Context: an optimization exercise on an open-source flow, tuned for small area. The choices shown serve that exercise and are no tape-out recipe.
At most, simulation tests tie the RTL to the original design; equivalence was not proved.
No activity file was given, so power comes from the tool's default toggle rates.

run K:
Design MSDFDotProductModule, start of the top module:
module MSDFDotProductModule(input clk, input reset,
    input [1:0] io_a_3,
    input [1:0] io_a_2,
    input [1:0] io_a_1,
    input [1:0] io_a_0,
    input [1:0] io_b_3,
    input [1:0] io_b_2,
    input [1:0] io_b_1,
    input [1:0] io_b_0,
    input  io_start,
    output[1:0] io_c
);
For scale: ~950 cells after synthesis, about 180 flip-flops, ~21 I/O pins, about 9800 um^2 of cells after synthesis.
Settings: LEC_CHECK=0, CAP_MARGIN=20, CORE_MARGIN=2, CORE_UTILIZATION=40, CTS_BUF_LIST=sky130_fd_sc_hd__clkbuf_4 sky130_fd_sc_hd__clkbuf_8, CTS_CLUSTER_SIZE=30, SLEW_MARGIN=20; clock period 8.0 ns.
standard.sh (not shown) runs the stock make flow with config.mk's settings and CLKGATE_MAP_FILE= SYNTH_SCRIPT=/design/flow/synth_recipe.tcl, a recipe that flattens the netlist after the stock synthesis.
==> flow/flow/run.sh <==
#!/bin/bash
# The standard layout (standard.sh: ORFS synthesis and all later steps),
# with three changes to how the layout is made:
#  - synthesis maps the logic with an area-oriented ABC script
#    (flow/abc_area.script) instead of ORFS's delay-oriented one; everything
#    else in synthesis (registers, their names and cells) is unchanged.  ORFS's
#    scripts are copied to ./orfs_scripts and only abc_speed.script is replaced.
#  - buffer_ports builds the port buffers from sky130_fd_sc_hd__buf_1 cells
#    instead of the delay cells it picks by default (repair may resize them).
#  - CTS does not add dummy loads.
# The output of make (all ORFS steps) goes to make_finish.log; each step's own
# log stays in orfs/logs/.
set -euo pipefail
cd "$(dirname "${BASH_SOURCE[0]}")/.."
rm -rf orfs_scripts
cp -r "$FLOW_HOME/scripts" orfs_scripts
cp flow/abc_area.script orfs_scripts/abc_speed.script
export SCRIPTS_DIR="$PWD/orfs_scripts"
export BUFFER_PORTS_ARGS="-buffer_cell sky130_fd_sc_hd__buf_1"
export CTS_ARGS="-sink_clustering_enable -repair_clock_nets -sink_clustering_size 16 -buf_list {sky130_fd_sc_hd__clkbuf_4 sky130_fd_sc_hd__clkbuf_8} -dont_use_dummy_load"
bash standard.sh finish > make_finish.log 2>&1
==> flow/flow/abc_area.script <==
&get -n
&st
&dch
&nf -R 0 -p
&st
&syn2
&dch
&nf -R 0 -p
&st
&syn2
&dch
&nf -R 0 -p
&put
Run K: no failed stages, no open violations at the end
[inputs] run G vs run K
Settings: CORE_UTILIZATION changed from 40 to 60.
-- flow/flow/run.sh --
<<< run K, line 18
export SCRIPTS_DIR="$PWD/orfs_scripts"
export BUFFER_PORTS_ARGS="-buffer_cell sky130_fd_sc_hd__buf_1"
export CTS_ARGS="-sink_clustering_enable -repair_clock_nets -sink_clustering_size 16 -buf_list {sky130_fd_sc_hd__clkbuf_4 sky130_fd_sc_hd__clkbuf_8} -dont_use_dummy_load"
bash standard.sh finish > make_finish.log 2>&1
>>> run G, line 18
export SCRIPTS_DIR="$PWD/orfs_scripts"
export BUFFER_PORTS_ARGS="-buffer_cell sky130_fd_sc_hd__buf_1"
export CTS_ARGS="-sink_clustering_enable -repair_clock_nets -sink_clustering_size 30 -buf_list {sky130_fd_sc_hd__clkbuf_4 sky130_fd_sc_hd__clkbuf_8} -dont_use_dummy_load"
bash standard.sh finish > make_finish.log 2>&1
- Summary: with run K as the reference, post-detailed-route via-to-cell ratio in run G moved up by more than 10%.
- Run G — clock share of power 0.4 points lower, run K as reference
- The smallest setup slack after layout of run G exceeds that of run K by 0.12 ns.
- Taking run K as the reference, in run G number of distinct standard cells referenced by the synthesized netlist held steady; number of cells after detailed placement now sits lower.

---

MSDFDotProductModule, a different RTL version from the one above (not shown whole).
Size: ~930 cells after synthesis, roughly 0.0097 sq mm of cells after synthesis.
==> flow/config.mk <==
export PLATFORM = sky130hd
export DESIGN_NAME = MSDFDotProductModule
export DESIGN_NICKNAME = MSDFDotProductModule
export VERILOG_FILES = /design/flow/design.v
export SDC_FILE = /design/flow/constraint.sdc
export NUM_CORES = 4
export LEC_CHECK = 0
export CAP_MARGIN = 20
export CORE_MARGIN = 2
export CORE_UTILIZATION = 40
export CTS_BUF_LIST = sky130_fd_sc_hd__clkbuf_4 sky130_fd_sc_hd__clkbuf_8
export CTS_CLUSTER_SIZE = 30
export SLEW_MARGIN = 20
==> flow/constraint.sdc <==
create_clock -name core_clock -period 8.0 [get_ports {clk}]
set_input_delay 1.6000 -clock core_clock [delete_from_list [all_inputs] [get_ports {clk}]]
set_output_delay 1.6000 -clock core_clock [all_outputs]
set_load 0.01 [all_outputs]
==> flow/flow/run.sh <==
#!/bin/bash
# The standard layout (standard.sh: ORFS synthesis and all later steps),
# with three changes to how the layout is made:
#  - synthesis maps the logic with flow/abc_area.script instead of ORFS's
#    abc_speed.script: three rounds of choice computation and &nf mapping with
#    area recovery, without the SOP balancing (&if -g) and the buffering and
#    upsizing against the clock period that ORFS's script does (ORFS passes
#    the period in ns where abc reads ps, so those aim at 8 ps).  Everything
#    else in synthesis (registers, their names and cells) is unchanged.  ORFS's
#    scripts are copied to ./orfs_scripts and only abc_speed.script is replaced.
#  - buffer_ports builds the port buffers from sky130_fd_sc_hd__buf_1 cells
#    instead of the delay cells it picks by default (repair may resize them).
#  - CTS does not add dummy loads.
# The output of make (all ORFS steps) goes to make_finish.log; each step's own
# log stays in orfs/logs/.
set -euo pipefail
cd "$(dirname "${BASH_SOURCE[0]}")/.."
rm -rf orfs_scripts
cp -r "$FLOW_HOME/scripts" orfs_scripts
cp flow/abc_area.script orfs_scripts/abc_speed.script
export SCRIPTS_DIR="$PWD/orfs_scripts"
export BUFFER_PORTS_ARGS="-buffer_cell sky130_fd_sc_hd__buf_1"
export CTS_ARGS="-sink_clustering_enable -repair_clock_nets -sink_clustering_size 30 -buf_list {sky130_fd_sc_hd__clkbuf_4 sky130_fd_sc_hd__clkbuf_8} -dont_use_dummy_load"
bash standard.sh finish > make_finish.log 2>&1
Scripts as last shown in full above: flow/flow/abc_area.script
The starting point finished with timing, DRC and antenna clean.
Next try:
--- a/flow/flow/run.sh
+++ b/flow/flow/run.sh
@@ -3,7 +3,4 @@
 # with three changes to how the layout is made:
-#  - synthesis maps the logic with flow/abc_area.script instead of ORFS's
-#    abc_speed.script: three rounds of choice computation and &nf mapping with
-#    area recovery, without the SOP balancing (&if -g) and the buffering and
-#    upsizing against the clock period that ORFS's script does (ORFS passes
-#    the period in ns where abc reads ps, so those aim at 8 ps).  Everything
+#  - synthesis maps the logic with an area-oriented ABC script
+#    (flow/abc_area.script) instead of ORFS's delay-oriented one; everything
 #    else in synthesis (registers, their names and cells) is unchanged.  ORFS's
Settings changed: CORE_UTILIZATION 40 to 30.
Outcome: The new run completed with no timing, DRC or antenna violations. Cell area climbs by 1.9%. Clock-buffer cell count stays the same. Core utilization drops by 10 points. Sequential cell count stays the same. Synthesized area does not change. Fmax climbs by 0.72%. Register-to-register slack gains 0.25 ns. Via count climbs by 1.4%. Non-clock buffer count climbs by 2. Power climbs by 0.67%. Wire length climbs by 3.7%.
Next try:
--- a/flow/flow/run.sh
+++ b/flow/flow/run.sh
@@ -19,3 +19,3 @@
 export BUFFER_PORTS_ARGS="-buffer_cell sky130_fd_sc_hd__buf_1"
-export CTS_ARGS="-sink_clustering_enable -repair_clock_nets -sink_clustering_size 30 -buf_list {sky130_fd_sc_hd__clkbuf_4 sky130_fd_sc_hd__clkbuf_8} -dont_use_dummy_load"
+export CTS_ARGS="-sink_clustering_enable -repair_clock_nets -sink_clustering_size 30 -sink_clustering_max_diameter 150 -buf_list {sky130_fd_sc_hd__clkbuf_4 sky130_fd_sc_hd__clkbuf_8} -dont_use_dummy_load"
 bash standard.sh finish > make_finish.log 2>&1
Settings changed: CORE_UTILIZATION 30 to 40.
Outcome: The changed run went through all stages and came out clean; clock power is about the same; power went down by 0.67%; worst setup slack gets worse by 0.054 ns.
Next try:
--- a/flow/flow/run.sh
+++ b/flow/flow/run.sh
@@ -19,3 +19,3 @@
 export BUFFER_PORTS_ARGS="-buffer_cell sky130_fd_sc_hd__buf_1"
-export CTS_ARGS="-sink_clustering_enable -repair_clock_nets -sink_clustering_size 30 -sink_clustering_max_diameter 150 -buf_list {sky130_fd_sc_hd__clkbuf_4 sky130_fd_sc_hd__clkbuf_8} -dont_use_dummy_load"
+export CTS_ARGS="-sink_clustering_enable -repair_clock_nets -sink_clustering_size 30 -buf_list {sky130_fd_sc_hd__clkbuf_4 sky130_fd_sc_hd__clkbuf_8} -dont_use_dummy_load -sink_buffer_max_cap_derate 1.5"
 bash standard.sh finish > make_finish.log 2>&1
After rerunning: Now the flow died in clock tree synthesis (4_1_cts), error CTS-0109; area after synthesis stays the same; synthesized cell count does not change.
Next try:
--- a/flow/flow/run.sh
+++ b/flow/flow/run.sh
@@ -19,3 +19,3 @@
 export BUFFER_PORTS_ARGS="-buffer_cell sky130_fd_sc_hd__buf_1"
-export CTS_ARGS="-sink_clustering_enable -repair_clock_nets -sink_clustering_size 30 -buf_list {sky130_fd_sc_hd__clkbuf_4 sky130_fd_sc_hd__clkbuf_8} -dont_use_dummy_load -sink_buffer_max_cap_derate 1.5"
+export CTS_ARGS="-sink_clustering_enable -repair_clock_nets -sink_clustering_size 30 -buf_list {sky130_fd_sc_hd__clkbuf_4 sky130_fd_sc_hd__clkbuf_8} -dont_use_dummy_load"
 bash standard.sh finish > make_finish.log 2>&1
Settings changed: PLACE_DENSITY set to 0.75.
Now the flow passed the timing, DRC and antenna checks.
Synthesized cell count does not change.
Area after synthesis is unchanged.
Next try:
--- a/flow/flow/run.sh
+++ b/flow/flow/run.sh
@@ -19,3 +19,3 @@
 export BUFFER_PORTS_ARGS="-buffer_cell sky130_fd_sc_hd__buf_1"
-export CTS_ARGS="-sink_clustering_enable -repair_clock_nets -sink_clustering_size 30 -buf_list {sky130_fd_sc_hd__clkbuf_4 sky130_fd_sc_hd__clkbuf_8} -dont_use_dummy_load"
+export CTS_ARGS="-sink_clustering_enable -repair_clock_nets -sink_clustering_size 30 -sink_clustering_levels 1 -balance_levels -buf_list {sky130_fd_sc_hd__clkbuf_4 sky130_fd_sc_hd__clkbuf_8} -dont_use_dummy_load"
 bash standard.sh finish > make_finish.log 2>&1
Settings changed: PLACE_DENSITY 0.75 to not set.
The new run produced a clean layout; register-to-register slack is worse by 0.04 ns; final area hardly moves; setup slack is better by 0.023 ns; utilization is about the same; non-clock buffer count does not change; hold slack improved by 0.015 ns; via count fell by 2.6%; critical path depth is unchanged; die area does not change.

---

MSDFDotProductModule, a different RTL version from the one above (not shown whole).
Size: roughly 190 flip-flops, ~0.011 mm² of cells after synthesis.
Settings: LEC_CHECK=0, CAP_MARGIN=20, CORE_MARGIN=2, CORE_UTILIZATION=40, CTS_BUF_LIST=sky130_fd_sc_hd__clkbuf_4 sky130_fd_sc_hd__clkbuf_8, CTS_CLUSTER_SIZE=30, SLEW_MARGIN=20; clock period 8.0 ns.
run.sh (not shown) runs the stock make flow with config.mk's settings and CLKGATE_MAP_FILE= SYNTH_SCRIPT=/design/flow/synth_recipe.tcl, a recipe that flattens the netlist after the stock synthesis.
Stock flow here: none of the scripts above is used.
Next try:
Settings changed: CTS_BUF_LIST sky130_fd_sc_hd__clkbuf_4 sky130_fd_sc_hd__clkbuf_8 to not set, CTS_CLUSTER_SIZE 30 to not set.
Via count rose by 0.72%.
Die area is unchanged.
Sequential share of layout area drops by 0.42 points.
Final cell count does not change.
Wire length hardly moves.
Design area went up by about 1.4%.
Clock skew drops by 0.0065 ns.
Maximum frequency barely changes.
Combinational power is about the same.
Function was not checked in any run of this note: the RTL went through the layout flow alone.

---

MSDFDotProductModule, a different RTL version from the one above (not shown whole).
Size in the first run: roughly 1100 cells after synthesis, ~180 flip-flops.
Settings: LEC_CHECK=0, CAP_MARGIN=20, CORE_MARGIN=2, CORE_UTILIZATION=40, CTS_BUF_LIST=sky130_fd_sc_hd__clkbuf_4 sky130_fd_sc_hd__clkbuf_8, CTS_CLUSTER_SIZE=30, SLEW_MARGIN=20; clock period 8.0 ns.
standard.sh (not shown) runs the stock make flow with config.mk's settings and CLKGATE_MAP_FILE= SYNTH_SCRIPT=/design/flow/synth_recipe.tcl, a recipe that flattens the netlist after the stock synthesis.
==> flow/flow/run.sh <==
#!/bin/bash
# The standard layout (the standard.sh, unchanged synthesis and steps),
# except that buffer_ports builds the input and output port buffers from
# sky130_fd_sc_hd__buf_1 cells instead of the delay cells it picks by default;
# later repair steps may still resize them.  The output of make (all ORFS
# steps) goes to make_finish.log; each step's own log stays in orfs/logs/.
set -euo pipefail
cd "$(dirname "${BASH_SOURCE[0]}")/.."
export BUFFER_PORTS_ARGS="-buffer_cell sky130_fd_sc_hd__buf_1"
bash standard.sh finish > make_finish.log 2>&1
The starting point produced a clean layout.
Rerun with:
==> flow/run.sh (new file) <==
#!/bin/bash
# synth_recipe.tcl (not shown) runs the flow's synth.tcl, then flattens the netlist and writes it again
# the make line also repeats each setting of config.mk as NAME=value (left out here)
make -C /OpenROAD-flow-scripts/flow DESIGN_CONFIG=/design/flow/config.mk WORK_HOME=/design/flow/orfs CLKGATE_MAP_FILE= SYNTH_SCRIPT=/design/flow/synth_recipe.tcl finish
removed: flow/flow/run.sh
removed: flow/standard.sh
What happened: The new run ran to the end with no violations; area after synthesis stays the same; worst hold slack barely changes; critical path depth falls by 1; final cell count went up by 0.35%; sequential cell count does not change; routed wire length is lower by 0.69%; setup slack is worse by 0.45 ns; maximum frequency decreases by 5.9%; synthesized cell count stays the same; utilization climbs by 0.60 points.
Rerun with:
==> flow/flow/run.sh (new file) <==
#!/bin/bash
# The standard layout (the standard.sh, unchanged synthesis and steps),
# except that buffer_ports builds the input and output port buffers from
# sky130_fd_sc_hd__buf_1 cells instead of the delay cells it picks by default;
# later repair steps may still resize them.  The output of make (all ORFS
# steps) goes to make_finish.log; each step's own log stays in orfs/logs/.
set -euo pipefail
cd "$(dirname "${BASH_SOURCE[0]}")/.."
export BUFFER_PORTS_ARGS="-buffer_cell sky130_fd_sc_hd__buf_1"
bash standard.sh finish > make_finish.log 2>&1
==> flow/standard.sh (new file) <==
#!/bin/bash
# synth_recipe.tcl (not shown) runs the flow's synth.tcl, then flattens the netlist and writes it again
# the make line also repeats each setting of config.mk as NAME=value (left out here)
make -C /OpenROAD-flow-scripts/flow DESIGN_CONFIG=/design/flow/config.mk WORK_HOME=/design/flow/orfs CLKGATE_MAP_FILE= SYNTH_SCRIPT=/design/flow/synth_recipe.tcl "${@:-finish}"
- GPL_TIMING_DRIVEN: unset -> 0
removed: flow/run.sh
Core utilization hardly moves.
Setup slack improves by 0.089 ns.
Routed wire length grows by roughly a tenth.
Final area barely changes.
Die area does not change.
Hold slack improves by 0.011 ns.
Power rose slightly.
Fmax came out higher slightly.
Sequential share of layout area hardly moves.
Rerun with:
==> flow/flow/run.sh (replaced) <==
#!/bin/bash
# The standard layout (standard.sh: ORFS synthesis and all later steps),
# with three changes to how the layout is made:
#  - synthesis maps the logic with an area-oriented ABC script
#    (flow/abc_area.script) instead of ORFS's delay-oriented one; everything
#    else in synthesis (registers, their names and cells) is unchanged.  ORFS's
#    scripts are copied to ./orfs_scripts and only abc_speed.script is replaced.
#  - buffer_ports builds the port buffers from sky130_fd_sc_hd__buf_1 cells
#    instead of the delay cells it picks by default (repair may resize them).
#  - CTS does not add dummy loads.
# The output of make (all ORFS steps) goes to make_finish.log; each step's own
# log stays in orfs/logs/.
set -euo pipefail
cd "$(dirname "${BASH_SOURCE[0]}")/.."
rm -rf orfs_scripts
cp -r "$FLOW_HOME/scripts" orfs_scripts
cp flow/abc_area.script orfs_scripts/abc_speed.script
export SCRIPTS_DIR="$PWD/orfs_scripts"
export BUFFER_PORTS_ARGS="-buffer_cell sky130_fd_sc_hd__buf_1"
export CTS_ARGS="-sink_clustering_enable -repair_clock_nets -sink_clustering_size 30 -buf_list {sky130_fd_sc_hd__clkbuf_4 sky130_fd_sc_hd__clkbuf_8} -dont_use_dummy_load"
bash standard.sh finish > make_finish.log 2>&1
==> flow/flow/abc_area.script (new file) <==
&get -n
&st
&dch
&nf -R 1000 -p
&st
&syn2
&dch
&nf -R 1000 -p
&st
&syn2
&dch
&nf -R 1000 -p
&put
- GPL_TIMING_DRIVEN: 0 -> unset
What happened:
- final cell count goes down by 9.5%
- worst hold slack degrades by 0.021 ns
- worst setup slack loses 0.096 ns
- total power went down by 7.3%
- die area came out lower by 8.5%
- combinational power went down by about 5%
- via count fell by 15%
- area after synthesis decreases by 8.7%
- clock-buffer cell count falls by 1
Rerun with:
==> flow/flow/run.sh (replaced) <==
#!/bin/bash
# The standard layout (the standard.sh, unchanged synthesis and steps),
# except that buffer_ports builds the input and output port buffers from
# sky130_fd_sc_hd__buf_1 cells instead of the delay cells it picks by default;
# later repair steps may still resize them.  The output of make (all ORFS
# steps) goes to make_finish.log; each step's own log stays in orfs/logs/.
set -euo pipefail
cd "$(dirname "${BASH_SOURCE[0]}")/.."
export BUFFER_PORTS_ARGS="-buffer_cell sky130_fd_sc_hd__buf_1"
export CTS_ARGS="-sink_clustering_enable -repair_clock_nets -sink_clustering_size 30 -buf_list {sky130_fd_sc_hd__clkbuf_4 sky130_fd_sc_hd__clkbuf_8} -dont_use_dummy_load"
bash standard.sh finish > make_finish.log 2>&1
removed: flow/flow/abc_area.script
=> The new run completed with no timing, DRC or antenna violations; count of clock-buffer cells in the layout does not change; cell area rose by a few percent; core utilization fell by 1.5 points; hold slack improves by 0.0082 ns; synthesized area rose by roughly a tenth; combinational power rose slightly; flip-flop and latch count stays the same; wire length rose by about a fifth.

-- port drivers added, routing unchanged --
How much do the figures lean on ideal ports? The routed layouts below were timed once more, with nothing changed but the port constraints. Step 1 sets driving cells, clkbuf_16 on the clock port and buf_2 on the other inputs (assumed; they add their load-dependent delay and slew). Step 2 also shifts input and output timing later by t, the mid clock arrival at the registers, as if the neighbouring blocks saw the same clock. a / b / c = ideal ports / drivers / drivers and shift; a / b = the first two.
run | t, ns | slack for setup (ns) | hold slack, ns | worst setup path at the end | slew at the worst register clock pin (ns)
run K | 0.498 | 0.392 / 0.372 / 0.372 | 0.449 / 0.449 / 0.449 | input to output | 0.10 / 0.10
run G | 0.490 | 0.517 / 0.491 / 0.491 | 0.456 / 0.456 / 0.456 | input to output | 0.09 / 0.09
the first run of note 2 | 0.480 | 0.393 / 0.372 / 0.372 | 0.483 / 0.483 / 0.483 | input to output | 0.10 / 0.10
the second run of note 2 | 0.504 | 0.447 / 0.427 / 0.427 | 0.469 / 0.469 / 0.469 | input to output | 0.10 / 0.10
the third run of note 2 | 0.480 | 0.393 / 0.372 / 0.372 | 0.483 / 0.483 / 0.483 | input to output | 0.10 / 0.10
the fifth run of note 2 | 0.502 | 0.369 / 0.348 / 0.348 | 0.468 / 0.468 / 0.468 | input to output | 0.09 / 0.09
the sixth run of note 2 | 0.480 | 0.393 / 0.372 / 0.372 | 0.483 / 0.483 / 0.483 | input to output | 0.10 / 0.10
the first run of note 3 | 0.520 | 0.228 / 0.199 / 0.199 | 0.481 / 0.481 / 0.481 | input to output | 0.11 / 0.11
the second run of note 3 | 0.484 | 0.220 / 0.190 / 0.190 | 0.479 / 0.479 / 0.479 | input to output | 0.08 / 0.08
the first run of note 4 | 0.524 | 0.835 / 0.813 / 0.813 | 0.488 / 0.488 / 0.488 | input to output | 0.11 / 0.11
the second run of note 4 | 0.515 | 0.386 / 0.362 / 0.362 | 0.489 / 0.489 / 0.489 | input to output | 0.11 / 0.11
the third run of note 4 | 0.524 | 0.475 / 0.454 / 0.454 | 0.499 / 0.499 / 0.499 | input to output | 0.11 / 0.11
the fourth run of note 4 | 0.480 | 0.379 / 0.359 / 0.359 | 0.478 / 0.478 / 0.478 | input to output | 0.09 / 0.09
the fifth run of note 4 | 0.512 | 0.827 / 0.805 / 0.805 | 0.487 / 0.487 / 0.487 | input to output | 0.10 / 0.10
After both steps every run listed still meets setup and hold. The setup slack of the second run of note 3, which loses most, moves by -0.030 ns with the drivers and by -0.030 ns with both steps.
